This is an optimization exercise on Yosys and OpenROAD, whose aim is a short achievable clock period and few clock cycles, not a production implementation.
Function was checked by simulation only, so behaviour that the tests miss may differ from the original.
Power and IR drop assume default switching activity.

<file path="flow/config.mk">
export PLATFORM = sky130hd
export DESIGN_NAME = cpu
export DESIGN_NICKNAME = cpu
export VERILOG_FILES = /design/flow/design.v
export SDC_FILE = /design/flow/constraint.sdc
export NUM_CORES = 4
export LEC_CHECK = 0
export CAP_MARGIN = 20
export CORE_MARGIN = 2
export CORE_UTILIZATION = 55
export SLEW_MARGIN = 20
export SYNTH_HIERARCHICAL = 1
export SYNTH_MINIMUM_KEEP_SIZE = 0
export TNS_END_PERCENT = 100
</file>
<file path="flow/constraint.sdc">
create_clock -name core_clock -period 10.0 [get_ports {clk}]
set_input_delay 2.0000 -clock core_clock [delete_from_list [all_inputs] [get_ports {clk}]]
set_output_delay 2.0000 -clock core_clock [all_outputs]
set_load 0.01 [all_outputs]
</file>
<file path="flow/design.v">
module alu (
    input      [31:0] a,
    input      [31:0] b,         
    input             sub,
    input             b31,       
    input      [31:0] aux,       
    input             sel_sum,
    input             sel_slt,
    input             sel_sltu,
    input             sel_xor,
    input             sel_or,
    input             sel_and,
    input             sel_sll,
    input             sel_srl,
    input             sel_aux,
    input             sra,
    output     [31:0] y,
    output     [31:0] sum
);
    wire [32:0] s33 = {1'b0, a} + {1'b0, b} + {32'd0, sub};
    assign sum = s33[31:0];
    wire lt  = (a[31] ^ b31) ? a[31] : s33[31];
    wire ltu = ~s33[32];
    wire [31:0] shl = a << b[4:0];
    wire [32:0] sr  = $signed({sra & a[31], a}) >>> b[4:0];
    wire [31:0] shr = sr[31:0];
    assign y = ({32{sel_sum}}  & sum)
             | ({32{sel_slt}}  & {31'd0, lt})
             | ({32{sel_sltu}} & {31'd0, ltu})
             | ({32{sel_xor}}  & (a ^ b))
             | ({32{sel_or}}   & (a | b))
             | ({32{sel_and}}  & (a & b))
             | ({32{sel_sll}}  & shl)
             | ({32{sel_srl}}  & shr)
             | ({32{sel_aux}}  & aux);
endmodule
module zdet (
    input      [31:0] a,
    input      [31:0] b,
    input             cin,
    output            z
);
    assign z = &(~(a ^ b ^ {a[30:0] | b[30:0], cin}));
endmodule
module bcmp (
    input      [31:0] a,
    input      [31:0] b,
    input      [2:0]  f3,
    output reg        cond
);
    wire eq  = a == b;
    wire lt  = $signed(a) < $signed(b);
    wire ltu = a < b;
    always @* begin
        case (f3)
            3'b000: cond = eq;
            3'b001: cond = !eq;
            3'b100: cond = lt;
            3'b101: cond = !lt;
            3'b110: cond = ltu;
            default: cond = !ltu;
        endcase
    end
endmodule
module add_c #(parameter W = 13) (
    input      [W-1:0] a,
    input      [W-1:0] b,
    output     [W-1:0] s,
    output             co
);
    assign {co, s} = {1'b0, a} + {1'b0, b};
endmodule
module incdec #(parameter W = 19) (
    input      [W-1:0] x,
    output     [W-1:0] p,
    output     [W-1:0] m
);
    assign p = x + 1'b1;
    assign m = x - 1'b1;
endmodule
module csel #(parameter W = 19) (
    input              c,
    input              sgn,
    input      [W-1:0] h,
    input      [W-1:0] hp,
    input      [W-1:0] hm,
    output     [W-1:0] y
);
    wire same = c ~^ sgn;
    wire up   = c & ~sgn;
    wire down = ~c & sgn;
    assign y = ({W{same}} & h) | ({W{up}} & hp) | ({W{down}} & hm);
endmodule
module aor3 (
    input             s0, s1, s2,
    input      [31:0] d0, d1, d2,
    output     [31:0] q
);
    assign q = ({32{s0}} & d0) | ({32{s1}} & d1) | ({32{s2}} & d2);
endmodule
module aor4 (
    input             s0, s1, s2, s3,
    input      [31:0] d0, d1, d2, d3,
    output     [31:0] q
);
    assign q = ({32{s0}} & d0) | ({32{s1}} & d1) | ({32{s2}} & d2) | ({32{s3}} & d3);
endmodule
module aor6 (
    input             s0, s1, s2, s3, s4, s5,
    input      [31:0] d0, d1, d2, d3, d4, d5,
    output     [31:0] q
);
    assign q = ({32{s0}} & d0) | ({32{s1}} & d1) | ({32{s2}} & d2)
             | ({32{s3}} & d3) | ({32{s4}} & d4) | ({32{s5}} & d5);
endmodule
module ldalign (
    input      [31:0] drdata,
    input      [2:0]  f3,
    input      [1:0]  a,
    input             is_load,
    input      [31:0] val,
    output     [31:0] wdata
);
    reg [31:0] ld;
    always @* begin
        case (f3)
            3'b000: case (a)
                        2'b00: ld = {{24{drdata[7]}},  drdata[7:0]};
                        2'b01: ld = {{24{drdata[15]}}, drdata[15:8]};
                        2'b10: ld = {{24{drdata[23]}}, drdata[23:16]};
                        default: ld = {{24{drdata[31]}}, drdata[31:24]};
                    endcase
            3'b001: ld = (a == 2'b10) ? {{16{drdata[31]}}, drdata[31:16]}
                                      : {{16{drdata[15]}}, drdata[15:0]};
            3'b100: case (a)
                        2'b00: ld = {24'd0, drdata[7:0]};
                        2'b01: ld = {24'd0, drdata[15:8]};
                        2'b10: ld = {24'd0, drdata[23:16]};
                        default: ld = {24'd0, drdata[31:24]};
                    endcase
            3'b101: ld = (a == 2'b10) ? {16'd0, drdata[31:16]} : {16'd0, drdata[15:0]};
            default: ld = drdata;
        endcase
    end
    assign wdata = is_load ? ld : val;
endmodule
module rdec5 (
    input      [4:0]  a,
    output     [31:0] sel
);
    assign sel = 32'd1 << a;
endmodule
module rsel32 (
    input      [31:0]   sel,
    input      [1023:0] words,      
    output     [31:0]   q
);
    genvar b, k;
    generate
        for (b = 0; b < 32; b = b + 1) begin : col
            wire [15:0] t_n;             
            wire [7:0]  p;               
            wire [3:0]  u_n;             
            wire [1:0]  v;               
            g_nand2 t0 (.a(sel[1]), .b(words[32 + b]), .y(t_n[0]));
            for (k = 1; k < 16; k = k + 1) begin : l1
                g_aoi22 t (.a(sel[2 * k]), .b(words[64 * k + b]),
                           .c(sel[2 * k + 1]), .d(words[64 * k + 32 + b]), .y(t_n[k]));
            end
            for (k = 0; k < 8; k = k + 1) begin : l2
                g_nand2 g (.a(t_n[2 * k]), .b(t_n[2 * k + 1]), .y(p[k]));
            end
            for (k = 0; k < 4; k = k + 1) begin : l3
                g_nor2 g (.a(p[2 * k]), .b(p[2 * k + 1]), .y(u_n[k]));
            end
            for (k = 0; k < 2; k = k + 1) begin : l4
                g_nand2 g (.a(u_n[2 * k]), .b(u_n[2 * k + 1]), .y(v[k]));
            end
            g_or2 o (.a(v[0]), .b(v[1]), .y(q[b]));
        end
    endgenerate
endmodule
module g_aoi22 (input a, input b, input c, input d, output y);
    assign y = ~((a & b) | (c & d));
endmodule
module g_nand2 (input a, input b, output y);
    assign y = ~(a & b);
endmodule
module g_nor2 (input a, input b, output y);
    assign y = ~(a | b);
endmodule
module g_or2 (input a, input b, output y);
    assign y = a | b;
endmodule
module dummydecoder (
    input  [31:0] instr,
    output        is_lui,
    output        is_auipc,
    output        is_jal,
    output        is_jalr,
    output        is_branch,
    output        is_load,
    output        is_store,
    output        is_opimm,
    output        is_op,
    output        wen,         
    output        use_rs1,
    output        use_rs2,
    output        use_imm,     
    output [3:0]  aluop,       
    output [31:0] imm_i,
    output [31:0] imm_s,
    output [31:0] imm_b,
    output [31:0] imm_u,
    output [31:0] imm_j
);
    wire [6:0] opc = instr[6:0];
    wire [2:0] f3  = instr[14:12];
    wire [4:0] rd  = instr[11:7];
    assign is_lui    = opc == 7'b0110111;
    assign is_auipc  = opc == 7'b0010111;
    assign is_jal    = opc == 7'b1101111;
    assign is_jalr   = opc == 7'b1100111 && f3 == 3'b000;
    assign is_branch = opc == 7'b1100011 && f3[2:1] != 2'b01;
    assign is_load   = opc == 7'b0000011 && f3 != 3'b011 && f3 != 3'b110 && f3 != 3'b111;
    assign is_store  = opc == 7'b0100011 && f3[2] == 1'b0 && f3 != 3'b011;
    assign is_opimm  = opc == 7'b0010011;
    assign is_op     = opc == 7'b0110011;
    assign wen = (rd != 5'd0) && (is_lui | is_auipc | is_jal | is_jalr | is_load | is_opimm | is_op);
    assign use_rs1 = is_jalr | is_branch | is_load | is_store | is_opimm | is_op;
    assign use_rs2 = is_branch | is_store | is_op;
    assign use_imm = is_opimm | is_load | is_store | is_jalr;
    reg [3:0] op;
    always @* begin
        if (is_opimm | is_op) begin
            case (f3)
                3'b000: op = (is_op & instr[30]) ? 4'd1 : 4'd0;
                3'b001: op = 4'd7;
                3'b010: op = 4'd2;
                3'b011: op = 4'd3;
                3'b100: op = 4'd4;
                3'b101: op = instr[30] ? 4'd9 : 4'd8;
                3'b110: op = 4'd5;
                default: op = 4'd6;
            endcase
        end else
            op = 4'd0;                        
    end
    assign aluop = op;
    assign imm_i = {{20{instr[31]}}, instr[31:20]};
    assign imm_s = {{20{instr[31]}}, instr[31:25], instr[11:7]};
    assign imm_b = {{20{instr[31]}}, instr[7], instr[30:25], instr[11:8], 1'b0};
    assign imm_u = {instr[31:12], 12'd0};
    assign imm_j = {{12{instr[31]}}, instr[19:12], instr[20], instr[30:21], 1'b0};
endmodule
module cpu (
    input         clk,
    input         reset,
    output [31:0] iaddr,
    input  [31:0] idata,
    output [31:0] daddr,
    input  [31:0] drdata,
    output [31:0] dwdata,
    output [3:0]  dwe
);
    reg  [31:0] pc;
    reg  [31:0] r [1:31];            
    reg         e_valid;
    reg  [31:0] e_pc, e_pc4, e_target, e_aux, e_rv1, e_rv2, e_opb;
    reg  [4:0]  e_rd;
    reg  [2:0]  e_f3;
    reg         e_sub, e_b31, e_sra;
    reg         e_sel_sum, e_sel_slt, e_sel_sltu, e_sel_xor, e_sel_or, e_sel_and;
    reg         e_sel_sll, e_sel_srl, e_use_aux, e_sumres;
    reg         e_is_branch, e_is_jalr, e_is_load, e_is_store, e_wen;
    reg         e_pred, e_hit;
    reg  [1:0]  e_ctr;
    reg         m_wen, m_is_load;
    reg  [4:0]  m_rd;
    reg  [2:0]  m_f3;
    reg  [31:0] m_val, m_daddr, m_dwdata;
    reg  [3:0]  m_dwe;
    reg         pht_v   [0:15];
    reg  [25:0] pht_tag [0:15];
    reg  [1:0]  pht_ctr [0:15];
    wire f_lui, f_auipc, f_jal, f_jalr, f_branch, f_load, f_store, f_opimm, f_op;
    wire f_wen, f_use_rs1, f_use_rs2, f_use_imm;
    wire [3:0]  f_aluop;
    wire [31:0] imm_i, imm_s, imm_b, imm_u, imm_j;
    dummydecoder dec (
        .instr(idata), .is_lui(f_lui), .is_auipc(f_auipc), .is_jal(f_jal), .is_jalr(f_jalr),
        .is_branch(f_branch), .is_load(f_load), .is_store(f_store), .is_opimm(f_opimm),
        .is_op(f_op), .wen(f_wen), .use_rs1(f_use_rs1), .use_rs2(f_use_rs2),
        .use_imm(f_use_imm), .aluop(f_aluop),
        .imm_i(imm_i), .imm_s(imm_s), .imm_b(imm_b), .imm_u(imm_u), .imm_j(imm_j)
    );
    wire [4:0] f_rs1 = idata[19:15];
    wire [4:0] f_rs2 = idata[24:20];
    wire [4:0] f_rd  = idata[11:7];
    wire [31:0] f_pc4 = pc + 32'd4;
    wire [12:0] tb_lo;
    wire        tb_c;
    wire [18:0] tb_hp, tb_hm, tb_hi;
    add_c  #(13) tb_add (.a(pc[12:0]), .b(imm_b[12:0]), .s(tb_lo), .co(tb_c));
    incdec #(19) tb_inc (.x(pc[31:13]), .p(tb_hp), .m(tb_hm));
    csel   #(19) tb_sel (.c(tb_c), .sgn(imm_b[31]), .h(pc[31:13]), .hp(tb_hp), .hm(tb_hm), .y(tb_hi));
    wire [31:0] f_tgt_b = {tb_hi, tb_lo};
    wire [20:0] tj_lo;
    wire        tj_c;
    wire [10:0] tj_hp, tj_hm, tj_hi;
    add_c  #(21) tj_add (.a(pc[20:0]), .b(imm_j[20:0]), .s(tj_lo), .co(tj_c));
    incdec #(11) tj_inc (.x(pc[31:21]), .p(tj_hp), .m(tj_hm));
    csel   #(11) tj_sel (.c(tj_c), .sgn(imm_j[31]), .h(pc[31:21]), .hp(tj_hp), .hm(tj_hm), .y(tj_hi));
    wire [31:0] f_tgt_j = {tj_hi, tj_lo};
    wire [11:0] tr_lo;
    wire        tr_c;
    wire [19:0] tr_hp, tr_hm, tr_hi;
    add_c  #(12) tr_add (.a(e_aux[11:0]), .b(imm_i[11:0]), .s(tr_lo), .co(tr_c));
    incdec #(20) tr_inc (.x(e_aux[31:12]), .p(tr_hp), .m(tr_hm));
    csel   #(20) tr_sel (.c(tr_c), .sgn(imm_i[31]), .h(e_aux[31:12]), .hp(tr_hp), .hm(tr_hm), .y(tr_hi));
    wire [31:0] f_tgt_r = {tr_hi, tr_lo[11:1], 1'b0};
    wire [31:0] f_tgt_u = {pc[31:12] + imm_u[31:12], pc[11:0]};
    wire [31:0] f_aux   = f_lui ? imm_u : f_auipc ? f_tgt_u : f_pc4;
    wire        e_hits1 = e_valid & e_wen & (f_rs1 == e_rd);
    wire        e_hits2 = e_valid & e_wen & (f_rs2 == e_rd);
    wire        m_hits1 = m_wen & (f_rs1 == m_rd);
    wire        m_hits2 = m_wen & (f_rs2 == m_rd);
    wire [3:0]  p_idx = pc[5:2];
    wire        p_hit = pht_v[p_idx] && pht_tag[p_idx] == pc[31:6];
    wire [1:0]  p_ctr = pht_ctr[p_idx];
    wire        z;
    zdet zd (.a(e_rv1), .b(e_opb), .cin(e_sub), .z(z));
    wire        f_zb = (idata[14:13] == 2'b00) & e_valid & e_wen & e_sumres &
                       (((f_rs2 == 5'd0) & (f_rs1 == e_rd)) | ((f_rs1 == 5'd0) & (f_rs2 == e_rd)));
    wire        f_static  = idata[31] | (idata[14:12] == 3'b001);
    wire        f_pred_br = f_branch & (f_zb ? (z ^ idata[12]) : p_hit ? p_ctr[1] : f_static);
    wire        f_jfuse   = f_jalr & e_hits1 & e_use_aux;
    wire stall = e_valid & e_is_load & e_wen &
                 ((f_use_rs1 & (f_rs1 == e_rd)) | (f_use_rs2 & (f_rs2 == e_rd)));
    wire [1023:0] words;
    genvar gw;
    generate
        assign words[31:0] = 32'd0;
        for (gw = 1; gw < 32; gw = gw + 1) begin : rw
            assign words[32 * gw + 31 : 32 * gw] = r[gw];
        end
    endgenerate
    wire [31:0] sel1, sel2, f_rv1, f_rv2;
    rdec5  rd1 (.a(f_rs1), .sel(sel1));
    rdec5  rd2 (.a(f_rs2), .sel(sel2));
    rsel32 rp1 (.sel(sel1), .words(words), .q(f_rv1));
    rsel32 rp2 (.sel(sel2), .words(words), .q(f_rv2));
    wire [31:0] e_result, m_wdata;
    wire [31:0] f_op1, f_op2, f_b;
    aor3 byp1 (.s0(e_hits1), .s1(~e_hits1 & m_hits1), .s2(~e_hits1 & ~m_hits1),
               .d0(e_result), .d1(m_wdata), .d2(f_rv1), .q(f_op1));
    aor3 byp2 (.s0(e_hits2), .s1(~e_hits2 & m_hits2), .s2(~e_hits2 & ~m_hits2),
               .d0(e_result), .d1(m_wdata), .d2(f_rv2), .q(f_op2));
    aor4 bypb (.s0(f_use_imm), .s1(~f_use_imm & e_hits2), .s2(~f_use_imm & ~e_hits2 & m_hits2),
               .s3(~f_use_imm & ~e_hits2 & ~m_hits2),
               .d0(f_store ? imm_s : imm_i), .d1(e_result), .d2(m_wdata), .d3(f_rv2), .q(f_b));
    wire        f_sub = (f_op & idata[30] & (idata[14:12] == 3'b000)) |
                        ((f_op | f_opimm) & (idata[14:13] == 2'b01));
    wire        f_aux_op = f_lui | f_auipc | f_jal | f_jalr;
    wire [31:0] alu_y, alu_sum;
    alu ex (
        .a(e_rv1), .b(e_opb), .sub(e_sub), .b31(e_b31), .aux(e_aux),
        .sel_sum(e_sel_sum), .sel_slt(e_sel_slt), .sel_sltu(e_sel_sltu), .sel_xor(e_sel_xor),
        .sel_or(e_sel_or), .sel_and(e_sel_and), .sel_sll(e_sel_sll), .sel_srl(e_sel_srl),
        .sel_aux(e_use_aux), .sra(e_sra), .y(alu_y), .sum(alu_sum)
    );
    assign e_result = alu_y;
    wire cond;
    bcmp bc (.a(e_rv1), .b(e_rv2), .f3(e_f3), .cond(cond));
    wire        redirect = e_valid & ((e_is_jalr & ~e_pred) | (e_is_branch & (cond ^ e_pred)));
    wire [31:0] rpc = e_is_jalr ? {alu_sum[31:1], 1'b0} : cond ? e_target : e_pc4;
    reg  [3:0]  st_mask;
    reg  [31:0] st_data;
    always @* begin
        case (e_f3[1:0])
            2'b00: begin
                st_data = {4{e_rv2[7:0]}};
                st_mask = 4'b0001 << alu_sum[1:0];
            end
            2'b01: begin
                st_data = {2{e_rv2[15:0]}};
                st_mask = (alu_sum[1:0] == 2'b10) ? 4'b1100 : 4'b0011;
            end
            default: begin
                st_data = e_rv2;
                st_mask = 4'b1111;
            end
        endcase
    end
    ldalign la (.drdata(drdata), .f3(m_f3), .a(m_daddr[1:0]), .is_load(m_is_load),
                .val(m_val), .wdata(m_wdata));
    assign iaddr  = pc;
    assign daddr  = m_daddr;
    assign dwdata = m_dwdata;
    assign dwe    = reset ? 4'b0000 : m_dwe;
    wire        f_go   = ~reset & ~redirect & ~stall;
    wire [31:0] pc_next;
    aor6 pcsel (
        .s0(f_go & f_jfuse), .s1(f_go & f_jal), .s2(f_go & f_pred_br),
        .s3(f_go & ~f_jfuse & ~f_jal & ~f_pred_br),
        .s4(~reset & redirect), .s5(~reset & ~redirect & stall),
        .d0(f_tgt_r), .d1(f_tgt_j), .d2(f_tgt_b), .d3(f_pc4), .d4(rpc), .d5(pc),
        .q(pc_next)
    );
    always @(posedge clk)
        pc <= pc_next;
    always @(posedge clk)
        if (m_wen)
            r[m_rd] <= m_wdata;
    always @(posedge clk) begin
        if (reset || redirect || stall)
            e_valid <= 1'b0;
        else
            e_valid <= 1'b1;
        e_pc        <= pc;
        e_pc4       <= f_pc4;
        e_target    <= f_tgt_b;
        e_aux       <= f_aux;
        e_rv1       <= f_op1;
        e_rv2       <= f_op2;
        e_opb       <= f_b ^ {32{f_sub}};
        e_sub       <= f_sub;
        e_b31       <= f_b[31];
        e_sra       <= idata[30];
        e_sel_sum   <= (f_aluop == 4'd0 || f_aluop == 4'd1) && !f_aux_op;
        e_sel_slt   <= f_aluop == 4'd2;
        e_sel_sltu  <= f_aluop == 4'd3;
        e_sel_xor   <= f_aluop == 4'd4;
        e_sel_or    <= f_aluop == 4'd5;
        e_sel_and   <= f_aluop == 4'd6;
        e_sel_sll   <= f_aluop == 4'd7;
        e_sel_srl   <= f_aluop == 4'd8 || f_aluop == 4'd9;
        e_sumres    <= (f_op | f_opimm) & (f_aluop == 4'd0 || f_aluop == 4'd1);
        e_rd        <= f_rd;
        e_f3        <= idata[14:12];
        e_use_aux   <= f_aux_op;
        e_is_branch <= f_branch;
        e_is_jalr   <= f_jalr;
        e_is_load   <= f_load;
        e_is_store  <= f_store;
        e_wen       <= f_wen;
        e_pred      <= f_jalr ? f_jfuse : f_pred_br;
        e_hit       <= p_hit;
        e_ctr       <= p_ctr;
    end
    always @(posedge clk) begin
        if (reset) begin
            m_wen     <= 1'b0;
            m_is_load <= 1'b0;
            m_dwe     <= 4'b0000;
        end else begin
            m_wen     <= e_valid & e_wen;
            m_is_load <= e_valid & e_is_load;
            m_dwe     <= (e_valid & e_is_store) ? st_mask : 4'b0000;
        end
        m_rd     <= e_rd;
        m_f3     <= e_f3;
        m_val    <= e_result;
        m_daddr  <= alu_sum;
        m_dwdata <= st_data;
    end
    reg        u_valid, u_cond, u_hit;
    reg [1:0]  u_ctr;
    reg [31:0] u_pc;
    always @(posedge clk) begin
        if (reset)
            u_valid <= 1'b0;
        else
            u_valid <= e_valid & e_is_branch;
        u_cond <= cond;
        u_hit  <= e_hit;
        u_ctr  <= e_ctr;
        u_pc   <= e_pc;
    end
    integer k;
    always @(posedge clk) begin
        if (reset) begin
            for (k = 0; k < 16; k = k + 1)
                pht_v[k] <= 1'b0;
        end else if (u_valid) begin
            pht_v[u_pc[5:2]]   <= 1'b1;
            pht_tag[u_pc[5:2]] <= u_pc[31:6];
            if (!u_hit)
                pht_ctr[u_pc[5:2]] <= u_cond ? 2'b10 : 2'b01;
            else if (u_cond)
                pht_ctr[u_pc[5:2]] <= (u_ctr == 2'b11) ? 2'b11 : u_ctr + 2'b01;
            else
                pht_ctr[u_pc[5:2]] <= (u_ctr == 2'b00) ? 2'b00 : u_ctr - 2'b01;
        end
    end
endmodule
</file>
<file path="flow/flow/run.sh">
#!/bin/bash
set -eo pipefail
bash standard.sh "BUFFER_PORTS_ARGS=-buffer_cell sky130_fd_sc_hd__buf_4" \
    SETUP_SLACK_MARGIN=6.2 "IO_CONSTRAINTS=$PWD/flow/io.tcl" finish > make.log 2>&1
</file>
<file path="flow/flow/io.tcl">
# Place reset and the four dwe outputs next to each other, mid-way up the
# right edge of the die: dwe depends combinationally on reset.
set die [ord::get_die_area]
set x1 [lindex $die 2]
set ymid [expr { ([lindex $die 1] + [lindex $die 3]) / 2.0 }]
set i 0
foreach p {dwe[0] dwe[1] reset dwe[2] dwe[3]} {
  place_pin -pin_name $p -layer met3 -pin_size {0.8 0.3} -force_to_die_boundary \
    -location [list $x1 [expr { $ymid + ($i - 2) * 2.72 }]]
  incr i
}
</file>
<file path="flow/standard.sh">
#!/bin/bash
# synth_recipe.tcl (not shown) runs the flow's synth.tcl, then flattens the netlist and writes it again
# the make line also repeats each setting of config.mk as NAME=value (left out here)
make -C /OpenROAD-flow-scripts/flow DESIGN_CONFIG=/design/flow/config.mk WORK_HOME=/design/flow/orfs CLKGATE_MAP_FILE= SYNTH_SCRIPT=/design/flow/synth_recipe.tcl "${@:-finish}"
</file>
==> results of run 1 <==
registers in the layout, summed over array words and instances, names as in the netlist, 16 cells and up:
name,cells
m_daddr,32
u_pc,30
r,992
m_dwdata,32
e_pc4,32
pc,32
e_opb,32
pht_tag,416
pht_v,16
e_rv1,32
e_aux,32
pht_ctr,32
e_target,32
m_val,32
e_pc,30
e_rv2,32
power groups by stage:
stage / registers (mW) / clock network [mW] / logic (mW)
finish: 9.56 / 7.50 / 5.23
global route: 9.56 / 7.88 / 5.38
CTS: 9.55 / 7.57 / 4.81
detailed placement: 9.74 / 0 / 4.49
global placement: 9.74 / 0 / 4.41
floorplan: 9.62 / 0 / 2.41
through the flow:
step | cells | instance area, um^2 | power (mW) | setup slack [ps] | util [%]
2_1_floorplan | 7812 | 98400 | 12.0 | 5520 | -
3_3_place_gp | 10100 | 102000 | 14.2 | 4300 | 58.1
3_5_place_dp | 10100 | 102000 | 14.2 | 4200 | 58.2
4_1_cts | 10600 | 112000 | 21.9 | 5670 | 63.5
5_1_grt | 10700 | 113000 | 22.8 | 5600 | 64.6
6_report | 10700 | 113000 | 22.3 | 5660 | 64.6
layout make-up:
| cell class | instances | area (um^2) | share of cell area [%] |
|---|---|---|---|
| tap | 2340 | 2930 | 2.58 |
| inverter | 350 | 1330 | 1.17 |
| timing repair buffer | 573 | 5980 | 5.27 |
| sequential | 1886 | 52300 | 46.1 |
| antenna | 13 | 32.5 | 0.0287 |
| timing repair inverter | 2 | 12.5 | 0.0110 |
| multi-input combinational | 5138 | 44300 | 39.0 |
| clock inverter | 110 | 1360 | 1.20 |
| clock buffer | 258 | 5280 | 4.65 |
worst paths after layout:
check | end
setup / recovery | pc[10]$_DFF_P_
hold / removal | u_pc[17]$_DFF_P_
setup reg to reg | pc[10]$_DFF_P_
hold reg to reg | u_pc[17]$_DFF_P_
layer usage:
layer | up-vias | GRT usage, % | share of wire [%]
met4 | 10 | 20.5 | 6.0
li1 | 30400 | - | -
met3 | 911 | 9.23 | 11
met2 | 4578 | 56.9 | 43
met5 | - | 0 | 0.016
met1 | 36200 | 53.4 | 40
timing repair:
action	in CTS	in global routing
resized for setup	388	231
setup buffers	107	52
pin swaps	74	97
cloned	15	9
endpoints found under the setup margin	208	145
==> metrics.md, run 1 <==
| Metric | Value |
|---|---|
| CP max stage delay | 550 ps |
| CP Depth | 14 |
| Hold path start | e_pc[17]$_DFF_P_ |
| Clock slew at reported path FFs | 70 ps |
| Worst EP required | 10760 ps |
| Flop pwr share | 42.9% |
| Logic gate share of total power | 23.5% |
| CTS Root Buffer Type | clkbuf_16 |
| Crit-path max FO | 7 |
| Final hold viol count | 0 |
| First-pass GRT wire length | 499 mm |
| Clock share of power | 33.7% |
| Iter 0 DRT Violations | 10400 |
| Worst R2R Setup Slack | 5660 ps |
| Max Cap Violations | 0 |
| Sw Pwr | 6.96 mW |
| Max Fclk | 231 MHz |
| Switch share | 31.2% |
| DRC viols | 0 |
| Critical-path top delay cell | mux4_2 |
| CTS H-tree lvls | 4 |
| Crit. End Element | flip-flop |
| Starting Density | 55.3% |
| CTS tree | yes |
| Slew at the pin closest to its max-slew limit | 1350 ps |
| Core Area | 0.176 mm^2 |
| WHS | 322 ps |
| Critical path type | reg -> reg |
| Crit start category | flip-flop |
| Slew headroom | 8.85% |
| Status | no timing/DRC/antenna violations |
| HPWL after DPL | 226 mm |
| VDD IR-drop max | 0.000195 V |
| Worst-case reg-to-reg path depth | 14 |
| Final wirelength | 359 mm |
| Fin crit period | 4340 ps |
| Crit-path cells | buf_16 -> mux4_2 -> mux4_2 -> xnor2_4 -> or4b_4 -> a2111o_1 -> or4b_1 -> nand4_1 -> buf_6 -> and4_4 -> buf_6 -> buf_12 -> a22oi_2 -> nand3_1 |
| TritonCTS sink count | 1886 |
| Clk buf depth | 3 |
| LEAKAGE | 41.7 nW |
| Area growth syn-to-layout | 16.9% |
| Synth Warn # | 10 |
| Most common cell after layout, fill and taps aside | edfxtp_1 |
| Layout cell share with drive strength beyond 1 | 32.5% |
| Wire per inst | 33.6 um |
| Final ANT Viol Nets | 0 |
| Via density | 6.76 |
| Largest net degree at the start of global routing | 64 |
| Internal | 15.3 mW |
| Clock Latency Late Sink | 870 ps |
| Die Y | 424 um |
| Gr ovfl total | 0 |
| Bufs and invs on worst path | 4 |
| Avg Cell Area, Syn | 12.5 um^2 |
| Pwr dens | 197 mW/mm^2 |
| Overall routing resource usage | 38.7% |
| Nets | 8423 |
| Number of detailed-route iterations in the first pass | 14 |
| Hold Path Stages | 0 |
| Syn Inst Count | 7799 |
| Most frequent cells in the layout | edfxtp_1 (1440), a22oi_2 (1051), nand2_1 (1012), nor2_1 (437), dfxtp_1 (402) |
| Period utilisation layout | 43.4% |
| CP arrival | 5100 ps |
| Vias | 72100 |
| RD Place Congestion | 1.01 |
| Initial antenna violation count | 34 |
| Setup Skew | 59.6 ps |
| Number of port buffers | 165 |
| Critical R2R Launch | pc[2]$_DFF_P_ |
| Crit. Startpoint | pc[2]$_DFF_P_ |
| Site Rows | 154 |
| TNS Setup | 0 ps |
| Kind of cell adding the most delay to the critical path | simple AND/OR/NAND/NOR gates |
| Unrepaired setup endpoints after global routing | true |
| Die width | 424 um |
| Vias in the first global route | 68200 |
| CTS buffer count | 194 |
| Post-CTS Hold Fix Bufs | 0 |
| Fill cells | 13200 |
| Io pins | 161 |
| Worst Hold Class | reg -> reg |
| Final setup fails | 0 |
| Max-slew violations | 0 |
| Mapped Area | 0.0971 mm^2 |
| Die ar. | 0.180 mm^2 |
Testbench counts, summed over its fixed seeds: cycles 96,386.
==> inputs of run 2 (changes only) <==
==> flow/flow/run.sh (replaced) <==
#!/bin/bash
set -eo pipefail
bash standard.sh "BUFFER_PORTS_ARGS=-buffer_cell sky130_fd_sc_hd__buf_4" \
    SETUP_SLACK_MARGIN=6.6 "IO_CONSTRAINTS=$PWD/flow/io.tcl" finish > make.log 2>&1
==> metrics.md, run 2 <==
| Metric | Value |
|---|---|
| Avg Cell Area, Syn | 12.5 um^2 (unchanged) |
| Crit start category | input port |
| Synth Warn # | 10 (unchanged) |
| Slew headroom | 20.2% (+11 points) |
| Top Metal Used | met5 |
| Final setup fails | 0 (unchanged) |
| CTS Root Buffer Type | clkbuf_16 |
| Via density | 6.85 (+1.4%) |
| CTS buffer count | 192 (-1.0%) |
| Tot Pwr | 22.7 mW (+1.6%) |
| Critical R2R Launch | pc[2]$_DFF_P_ |
| Final ANT Viol Nets | 0 (unchanged) |
| Largest net degree at the start of global routing | 56 (-13%) |
| Overall routing resource usage | 40.5% (+1.7 points) |
| Most common cell after layout, fill and taps aside | edfxtp_1 |
| Die ar. | 0.180 mm^2 (unchanged) |
| Fin crit period | 4330 ps (-7.62 ps) |
| CP arrival | 2330 ps (-2770 ps) |
| Layout cell share with drive strength beyond 1 | 37.9% (+5.4 points) |
| Metal3 WL | 47.2 mm (+18%) |
| Initial antenna violation count | 32 (-5.9%) |
| Unrepaired setup endpoints after global routing | true |
| Fill cells | 12600 (-4.7%) |
| Max Fclk | 231 MHz (+0.18%) |
| Core Area | 0.176 mm^2 (unchanged) |
| HPWL after DPL | 225 mm (-0.58%) |
| Worst EP required | 8000 ps (-2760 ps) |
| Clk buf depth | 3 (unchanged) |
| Die width | 424 um (unchanged) |
| DRC viols | 0 (unchanged) |
| TNS Setup | 0 ps (unchanged) |
| Syn Inst Count | 7799 (unchanged) |
| Die Y | 424 um (unchanged) |
| Dpl cell area | 0.102 mm^2 (+0.11%) |
| RD Place Congestion | 1.01 (+0.15%) |
| Worst Hold Class | reg -> reg |
| Starting Density | 55.3% (unchanged) |
| TritonCTS sink count | 1886 (unchanged) |
| Status | no timing/DRC/antenna violations |
| Clock slew at reported path FFs | 70 ps (about the same) |
| Mapped Area | 0.0971 mm^2 (unchanged) |
| Crit. End Element | primary output |
| Most flop-heavy register | r |
| Io pins | 161 (unchanged) |
| Hold Path Stages | 0 (unchanged) |
| Wire per inst | 35.0 um (+4.0%) |
| Slew at the pin closest to its max-slew limit | 1200 ps (-153 ps) |
| Max-slew violations | 0 (unchanged) |
| CTS tree | yes |
| VDD IR-drop max | 0.000269 V (+38%) |
| Max Cap Violations | 0 (unchanged) |
| Gr ovfl total | 0 (unchanged) |
| Number of detailed-route iterations in the first pass | 14 (unchanged) |
| Max reg flops | 992 (unchanged) |
| Final hold viol count | 0 (unchanged) |
| Final core occ | 67.8% (+3.2 points) |
| Post-CTS Hold Fix Bufs | 0 (unchanged) |
| Setup Skew | 52.3 ps (-7.30 ps) |
| Nets | 8639 (+2.6%) |
| Pwr dens | 190 mW/mm^2 (-3.2%) |
| DR WL met2 | 165 mm (+6.1%) |
| Worst-case reg-to-reg path depth | 14 (unchanged) |
| Final wirelength | 381 mm (+6.1%) |
| Worst R2R Setup Slack | 5680 ps (+20 ps) |
| Critical path type | in -> out |
| Final Cell Area | 0.119 mm^2 (+4.9%) |
| CTS H-tree lvls | 4 (unchanged) |
| Most frequent cells in the layout | edfxtp_1 (1440), a22oi_2 (1059), nand2_1 (973), buf_4 (437), dfxtp_1 (376) |
| Area growth syn-to-layout | 22.6% |
| Clock Latency Late Sink | 880 ps (about the same) |
| Vias | 74500 (+3.4%) |
| Crit-path max FO | 5 (-2) |
| Hold path start | e_pc[19]$_DFF_P_ |
| First-pass GRT wire length | 518 mm (+3.8%) |
| Vias in the first global route | 69400 (+1.8%) |
| Worst hold endpoint | u_pc[19]$_DFF_P_ |
| Iter 0 DRT Violations | 11200 (+7.5%) |
| Site Rows | 154 (unchanged) |
| Number of port buffers | 165 (unchanged) |
| Worst r2r dst | pc[4]$_DFF_P_ |
| Met1 Wirelength | 145 mm (+2.3%) |
| LEAKAGE | 43.8 nW (+5.2%) |
| Period utilisation layout | 43.3% (-0.076 points) |
## run 2: final cells by class
type | count | area [um^2] | share of cell area (%)
diodes | 7 | 17.5 | 0.0147
clock buffers | 245 | 5210 | 4.37
clock inverters | 121 | 1330 | 1.12
inverters | 350 | 1340 | 1.12
multi-input cells | 5142 | 46000 | 38.7
flip-flops and latches | 1886 | 52400 | 44.0
well taps | 2340 | 2930 | 2.46
repair buffers | 788 | 9840 | 8.27
repair inverters | 1 | 7.51 | 0.00630
## run 2: metrics by stage
stage / setup slack [ps] / instances / hold WS (ps)
finish: 5670 / 10900 / 318
global route: 5560 / 10900 / 320
CTS: 5660 / 10800 / 321
detailed placement: 4270 / 10100 / 312
global placement: 4280 / 10100 / 310
floorplan: 5520 / 7812 / 310
## run 2: timing repair
action	4_1_cts	5_1_grt
endpoints found under the setup margin	503	210
buffers inserted	249	66
pin swaps	285	268
gates resized for setup	1049	345
gates cloned	61	26
hold endpoints to repair	0	0
## run 2: routing by layer
layer,vias up,track usage [%]
met1,37600,54.6
met2,5029,59.5
li1,30900,-
met4,14,21.5
met5,-,0
met3,1008,11.2
## run 2: worst max-delay path: stages
cell and delay [ps]:
buf_16 120, nor2b_4 110, buf_6 100
## run 2: worst max path at each step
stage	start	slack [ps]	cells past startpoint	endpoint
final	reset	5670	3	dwe[1]
after global routing	pc[2]$_DFF_P_	5560	14	pc[4]$_DFF_P_
after CTS	reset	5660	3	dwe[1]
after detailed placement	idata[3]	4270	11	e_opb[31]$_DFF_P_
after global placement	idata[3]	4280	11	e_opb[31]$_DFF_P_
after floorplan	idata[22]	5520	15	pc[23]$_DFF_P_
## run 2: power by group
part	leakage [nW]	switching, mW	internal [mW]
clock network	3.19	3.22	4.21
logic	23.6	3.75	1.93
registers	17.0	0.262	9.28
total	43.8	7.23	15.4
==> inputs of run 3 (changes only) <==
==> flow/flow/run.sh (replaced) <==
#!/bin/bash
set -eo pipefail
bash standard.sh "BUFFER_PORTS_ARGS=-buffer_cell sky130_fd_sc_hd__buf_4" \
    SETUP_SLACK_MARGIN=5.8 finish > make.log 2>&1
removed: flow/flow/io.tcl
==> metrics.md, run 3 <==
| Metric | Value |
|---|---|
| Gr ovfl total | 0 (unchanged) |
| CTS tree | yes |
| Setup ws final | 5430 ps (-235 ps) |
| Clock Latency Late Sink | 860 ps (-20 ps) |
| Fill cells | 13600 (+8.0%) |
| GRT met2 Usage | 57.5% (-2.0 points) |
| Dpl cell area | 0.102 mm^2 (-0.55%) |
| Status | no timing/DRC/antenna violations |
| Most frequent cells in the layout | edfxtp_1 (1440), nand2_1 (1054), a22oi_2 (999), nor2_1 (468), dfxtp_1 (417) |
| Crit-path cells | buf_16 -> nor2b_4 -> buf_6 |
| Final Cell Area | 0.110 mm^2 (-7.4%) |
| Pwr dens | 195 mW/mm^2 (+2.4%) |
| Die Y | 424 um (unchanged) |
| Crit. End Element | primary output |
| CTS buffer count | 193 (+0.52%) |
| Via density | 6.78 (-1.0%) |
| CP arrival | 2570 ps (+240 ps) |
| CP max stage delay | 260 ps (+140 ps) |
| Die ar. | 0.180 mm^2 (unchanged) |
| CTS Root Buffer Type | clkbuf_16 |
| Clock slew at reported path FFs | 60 ps (about the same) |
| Site Rows | 154 (unchanged) |
| Hold Path Stages | 0 (unchanged) |
| CTS H-tree lvls | 4 (unchanged) |
| Area growth syn-to-layout | 13.6% |
| Tot Pwr | 21.5 mW (-5.2%) |
| Layout cell share with drive strength beyond 1 | 28.9% (-9.0 points) |
| Syn Inst Count | 7799 (unchanged) |
| Worst Hold Class | reg -> reg |
| CP Depth | 3 (unchanged) |
| Largest net degree at the start of global routing | 64 (+14%) |
| Final wirelength | 359 mm (-5.6%) |
| TritonCTS sink count | 1886 (unchanged) |
| Io pins | 166 (+3.1%) |
| Slew headroom | 18.7% (-1.4 points) |
| Crit start category | input port |
| Fin crit period | 4570 ps (+235 ps) |
| Most common cell after layout, fill and taps aside | edfxtp_1 |
| Max Cap Violations | 0 (unchanged) |
| Period utilisation layout | 45.7% (+2.4 points) |
| Most flop-heavy register | r |
| GR Util met3 | 11.2% (-0.014 points) |
| Vias | 71600 (-3.9%) |
| Final setup fails | 0 (unchanged) |
| Kind of cell adding the most delay to the critical path | buffers and inverters |
| Worst EP required | 8000 ps (about the same) |
| Slew at the pin closest to its max-slew limit | 1210 ps (+16.9 ps) |
| Die width | 424 um (unchanged) |
| Overall routing resource usage | 39.1% (-1.4 points) |
| Post-place setup slack | 4200 ps (-70.7 ps) |
| HPWL after DPL | 228 mm (+1.6%) |
| TNS Setup | 0 ps (unchanged) |
| Synth Warn # | 10 (unchanged) |
| Critical-path top delay cell | nor2b_4 |
| Setup Skew | 47.2 ps (-5.18 ps) |
| Core Area | 0.176 mm^2 (unchanged) |
| Crit-path max FO | 5 (unchanged) |
| First-pass GRT wire length | 502 mm (-3.0%) |
| Vias in the first global route | 68600 (-1.2%) |
| Max reg flops | 992 (unchanged) |
| Max Fclk | 219 MHz (-5.1%) |
| Starting Density | 55.3% (unchanged) |
| Final hold viol count | 0 (unchanged) |
| Number of detailed-route iterations in the first pass | 13 (-1) |
| Final ANT Viol Nets | 0 (unchanged) |
| VDD IR-drop max | 0.000197 V (-27%) |
| Wire per inst | 34.0 um (-2.8%) |
| Avg Cell Area, Syn | 12.5 um^2 (unchanged) |
| Post-CTS Hold Fix Bufs | 0 (unchanged) |
| Mapped Area | 0.0971 mm^2 (unchanged) |
| Number of port buffers | 165 (unchanged) |
| Bufs and invs on worst path | 2 (unchanged) |
| Critical path type | in -> out |
| Max-slew violations | 0 (unchanged) |
| LEAKAGE | 40.5 nW (-7.7%) |
| RD Place Congestion | 1.02 (+0.80%) |
| GRT Max-Usage Layer | met2 |
| Met1 usage | 53.1% (-1.5 points) |
| Worst-case reg-to-reg path depth | 14 (unchanged) |
| Initial antenna violation count | 24 (-25%) |
| Unrepaired setup endpoints after global routing | true |
| Iter 0 DRT Violations | 10400 (-7.2%) |
| DRC viols | 0 (unchanged) |
| Nets | 8325 (-3.6%) |
| Clk buf depth | 3 (unchanged) |
[run 3: power breakdown]
| group | switching, mW | internal, mW | total [mW] |
|---|---|---|---|
| Sequential | 0.260 | 9.28 | 9.54 |
| Clock | 3.15 | 3.92 | 7.07 |
| Combinational | 3.35 | 1.52 | 4.88 |
[run 3: path summary, 6_finish.rpt]
check	start	endpoint	slack, ps
min reg2reg	e_pc[16]$_DFF_P_	u_pc[16]$_DFF_P_	320
min	e_pc[16]$_DFF_P_	u_pc[16]$_DFF_P_	320
max	reset	dwe[0]	5430
max reg2reg	pc[2]$_DFF_P_	pc[21]$_DFF_P_	5690
[run 3: layout make-up]
| class | instances | area, um^2 | share of cell area (%) |
|---|---|---|---|
| clock inverter | 109 | 946 | 0.858 |
| inverter | 350 | 1320 | 1.20 |
| multi-input combinational | 5139 | 43200 | 39.2 |
| timing repair buffer | 476 | 4440 | 4.03 |
| tap | 2340 | 2930 | 2.65 |
| antenna | 12 | 30.0 | 0.0272 |
| timing repair inverter | 1 | 5.00 | 0.00454 |
| sequential | 1886 | 52200 | 47.3 |
| clock buffer | 250 | 5200 | 4.71 |
[run 3: what timing repair did]
| item | in CTS | in global routing |
|---|---|---|
| resized for setup | 110 | 126 |
| buffers inserted | 38 | 39 |
| setup endpoints to repair | 142 | 154 |
| gates cloned | 10 | 4 |
| pin swaps | 16 | 50 |
[run 3: worst register-to-register path: cells and delay by family, from the launching register on]
family,cells,cell delay (ps)
xor gates and xnor gates,1,200
DFF,1,410
buffers and inverters,4,640
AOI/OAI and AO/OA,2,650
muxes,2,1010
and+or+nand+nor,5,1270
[run 3: metal layers]
layer | up-vias | part of all wire [%] | wire [um]
li1 | 30200 | - | -
met5 | - | 0.019 | 69
met2 | 4325 | 43 | 156000
met3 | 815 | 12 | 43300
met4 | 10 | 5.5 | 19900
met1 | 36300 | 39 | 140000
[run 3: stage by stage]
| step | hold WS (ps) | instances | util [%] |
|---|---|---|---|
| 2_1_floorplan | 310 | 7812 | - |
| 3_3_place_gp | 310 | 10100 | 57.9 |
| 3_5_place_dp | 312 | 10100 | 57.9 |
| 4_1_cts | 319 | 10500 | 62.0 |
| 5_1_grt | 317 | 10600 | 62.7 |
| 6_report | 324 | 10600 | 62.8 |

-- port drivers added, routing unchanged --
How much do the figures lean on ideal ports? The routed layouts below were timed once more, with nothing changed but the port constraints. Step 1 sets driving cells, clkbuf_16 on the clock port and buf_2 on the other inputs (assumed; they add their load-dependent delay and slew). Step 2 times the ports against the registers' clock, not the clock port: input delays grow and output delays shrink by t, the midpoint of the rising clock arrivals with the driver on. a / b / c = ideal / step 1 / step 2; a / b = the first two.
| run | t, ns | slack for setup (ns) | hold slack, ns |
|---|---|---|---|
| run 1 | 0.935 | 5.662 / 5.598 / 4.865 | 0.322 / 0.322 / 0.322 |
| run 2 | 0.942 | 5.670 / 5.603 / 4.745 | 0.318 / 0.318 / 0.318 |
| run 3 | 0.914 | 5.435 / 5.374 / 4.797 | 0.324 / 0.324 / 0.324 |
After both steps setup and hold are still met in every run listed. For run 2, which loses most, drivers alone change the setup slack by -0.067 ns; drivers and shift together by -0.925 ns.
